What follows belongs to an exercise in optimizing a design on an open flow for small area; a production flow would make more cautious choices. In this exercise RTL edits were held to simulation tests only and were not proved equivalent to the original.

== north ==
==> flow/design.v <==
module mb_slave(
	input  clk,
	input  rst_n,
	input  uart_rxd,
	output uart_txd
);
reg  [7:0]   pos;         
reg  [255:0] ring;        
reg  [15:0]  cring;       
reg          bw;          
reg  [8:0]   t;           
reg  [3:0]   b;           
reg  [3:0]   n;           
reg          act;         
reg          tx;          
reg          clr;         
reg          txo;         
reg          ok;          
reg          nxt;         
wire rxd = uart_rxd;
wire b9      = b[3] & b[0];
wire b0      = ~b[3] & ~b[2] & ~b[1] & ~b[0];
wire databit = ~b9 & ~b0;                      
wire t_end   = t[8] & t[7] & t[5] & t[4] & (tx ? t[1] : t[0]);  
wire win     = t[8] ^ t[7];                    
wire cend    = act & b9 & (tx ? t_end : (t[8] & t[5]));
wire ring_out = ring[255];
wire c_out    = cring[15];
wire x    = ~(n[0] ^ tx) ^ b[3];
wire eqc  = (pos[3:0] == {x, b[2:0]});              
wire eqr  = c_out & (pos[7:3] == {n[1], x, b[2:0]});  
wire n01   = ~n[3] & ~n[2] & ~n[1];
wire n23   = ~n[3] & ~n[2] &  n[1];
wire n4    = ~n[3] &  n[2] & ~n[1] & ~n[0];
wire n5    = ~n[3] &  n[2] & ~n[1] &  n[0];
wire n7    = ~n[3] &  n[2] &  n[1] &  n[0];
wire ndata = (~n[3] & n[2] & n[1]) | (n[3] & ~n[2] & ~n[1]);   
wire nval  = n[3] & n[2];                                       
wire fend  = tx ? (~n[3] & n[0]) : (n[3] & n[1] & n[0]);
wire rd    = nxt;
wire go_tx = ~tx & ok & rd & n7;
wire freeze = ~tx & ~ok & n5;                  
wire dwin0 = t[8] & ~t[7] & ~t[6] & ~t[5] & ~t[4];    
wire dwin1 = t[8] & ~t[7] & ~t[6] & ~t[5] &  t[4];    
wire ph1   = (pos[3:0] == 4'd1);
wire skipc = act & freeze & b9 & ph1;
wire trig  = skipc & dwin0;
wire zd    = skipc & dwin1 & bw;               
wire bwe   = bw | trig;
wire cload = n23 & databit & win & eqc;
wire rbld  = n4 & ok & databit & win;          
wire rmatch = (b == 4'd1) ? (pos[0] == rxd) :
              (b == 4'd2) ? (c_out & (pos[1] == rxd)) :
              (b == 4'd3) ? (c_out & (pos[2] == rxd)) : (c_out & ~rxd);
wire wen   = ~tx & ok & ~rd & ndata & databit & win & eqr;
wire fen   = nval & databit & win & eqr;
always @(posedge clk) begin
	pos   <= pos + 8'd1;
	ring  <= {ring[254:0], clr ? 1'b0 : (wen ? rxd : ring_out)};
	cring <= {cring[14:0], cload ? rxd : rbld ? rmatch : (c_out ^ bwe)};
	bw    <= bwe & ~c_out;
end
always @(posedge clk or negedge rst_n)
	if (!rst_n) begin
		act <= 1'b0;
		tx  <= 1'b0;
		clr <= 1'b1;
		txo <= 1'b1;
	end else begin
		clr <= clr & rxd;
		if (!act)
			act <= ~rxd;
		else if (cend & (tx ? fend : ~go_tx))
			act <= 1'b0;
		if (cend)
			tx <= tx ? ~fend : go_tx;
		if (!tx)
			txo <= 1'b1;
		else if (t_end)
			txo <= b9 | (databit & (nxt | (n == 4'd11 && b == 4'd3)));
	end
always @(posedge clk) begin
	t <= (act & ~t_end & ~cend) ? t + 9'd1 : 9'd0;
	if (!act | cend)
		b <= 4'd0;
	else if (t_end)
		b <= b + 4'd1;
	if (clr)
		n <= 4'd0;
	else if (cend)
		n <= fend ? 4'd0 : (freeze ? n : n + 4'd1);
	else if (zd)
		n <= n | 4'b1011;
	if (n == 4'd0 && b0 && win)
		ok <= 1'b1;
	else if (n01 && databit && win)
		ok <= ok & (rxd == (n[0] & (b == 4'd1)));
	if (fen)
		nxt <= ring_out;
	else if (tx & t_end)
		nxt <= 1'b0;
	else if (n5 && databit && win) begin
		if (b == 4'd1) nxt <= rxd;
		if (b == 4'd2) nxt <= nxt & rxd;
	end
end
assign uart_txd = txo;
endmodule
Settings: LEC_CHECK=0, CAP_MARGIN=20, CORE_MARGIN=2, CORE_UTILIZATION=60, CTS_BUF_LIST=sky130_fd_sc_hd__clkbuf_8, CTS_CLUSTER_DIAMETER=50, CTS_CLUSTER_SIZE=18, PLACE_DENSITY=0.75, SLEW_MARGIN=20; clock period 20.0 ns.
standard.sh (not shown) runs the stock make flow with config.mk's settings and CLKGATE_MAP_FILE= SYNTH_SCRIPT=/design/flow/synth_recipe.tcl, a recipe that flattens the netlist after the stock synthesis.
==> flow/flow/run.sh <==
#!/bin/bash
# Own flow: the standard layout (standard.sh) with one change to synthesis:
# the combinational logic is mapped by ABC with an area-oriented script and
# without the half-adder mapping. Flip-flops are mapped exactly as in the
# standard synthesis (synth_recipe.tcl is sourced unchanged), so register names
# and cell types are the standard synthesis's.
set -euo pipefail
W=$(pwd)

cat > "$W/area.abc" <<'EOT'
strash
dch -f
map -a
topo
EOT

cat > "$W/area_synth.tcl" <<EOT
proc abc {args} {
  set out {}
  set skip 0
  foreach a \$args {
    if {\$skip} { set skip 0; continue }
    if {\$a eq "-script" || \$a eq "-D" || \$a eq "-constr"} { set skip 1; continue }
    lappend out \$a
  }
  yosys abc {*}\$out -script $W/area.abc
}
source $W/synth_recipe.tcl
EOT

sed -e "s#SYNTH_SCRIPT=[^ ]*#SYNTH_SCRIPT=$W/area_synth.tcl ADDER_MAP_FILE=#" "$W/standard.sh" > "$W/area_standard.sh"
grep -q "SYNTH_SCRIPT=$W/area_synth.tcl" "$W/area_standard.sh"

# Clock tree without dummy loads; one small buffer on each port.
export CTS_ARGS="-sink_clustering_enable -repair_clock_nets -dont_use_dummy_load -buf_list sky130_fd_sc_hd__clkbuf_4 -sink_clustering_size 10 -sink_clustering_max_diameter 30"
export BUFFER_PORTS_ARGS="-buffer_cell sky130_fd_sc_hd__buf_1"

bash "$W/area_standard.sh" > "$W/flow_make.log" 2>&1
test -f "$W/out/final.def"
The following lists how south was set up differently from north:
--- a/flow/design.v
+++ b/flow/design.v
@@ -24,5 +24,5 @@
 wire t_end   = t[8] & t[7] & t[5] & t[4] & (tx ? t[1] : t[0]);  
 wire win     = t[8] ^ t[7];                    
-wire cend    = act & b9 & (tx ? t_end : (t[8] & t[5]));
+wire cend    = act & b9 & (tx ? t_end : (t[8] & t[7]));
 wire ring_out = ring[255];
 wire c_out    = cring[15];
@@ -81,5 +81,5 @@
 	end
 always @(posedge clk) begin
-	t <= (act & ~t_end & ~cend) ? t + 9'd1 : 9'd0;
+	t <= (act & ~t_end) ? t + 9'd1 : 9'd0;
 	if (!act | cend)
 		b <= 4'd0;
Results
- south -> north: number of primary I/O pins delta 0, exact match
- Taking north as the reference, in south measured slew at the worst slew-check pin has increased, worst stage delay on the critical path roughly the same, post-route standard cell area excluding fillers did not really move.
- Looking only at average size of a mapped cell, and setting everything else aside, the higher value of south and north goes to south.
- Row setup slack: south higher / north lower

[port drivers added, routing unchanged]
Ports are ideal in the flow. The routed layouts listed here were re-timed in OpenROAD. Step 1, drivers: a clkbuf_16 drives clk and a buf_2 each remaining input, both assumed. Step 2, shift: input delay + t, output delay - t, t = (earliest + latest rising clock arrival at the registers) / 2. This alone moves slack from input paths to output paths. Three values: no drivers, after step 1, after step 2; two values: the first two.
| run | shift t [ns] | setup slack, ns | hold WS [ns] | latest minus earliest clock arrival (ns) | worst slew at a driven data input, ns |
|---|---|---|---|---|---|
| north | 0.601 | 14.777 / 14.747 / 14.767 | 0.273 / 0.273 / 0.273 | 0.061 / 0.061 | 0.03 |
| south | 0.589 | 14.811 / 14.777 / 14.670 | 0.301 / 0.301 / 0.301 | 0.079 / 0.079 | 0.03 |
After both steps every run listed still meets setup and hold. The setup slack of south, which loses most, moves by -0.034 ns with the drivers and by -0.141 ns with both steps.
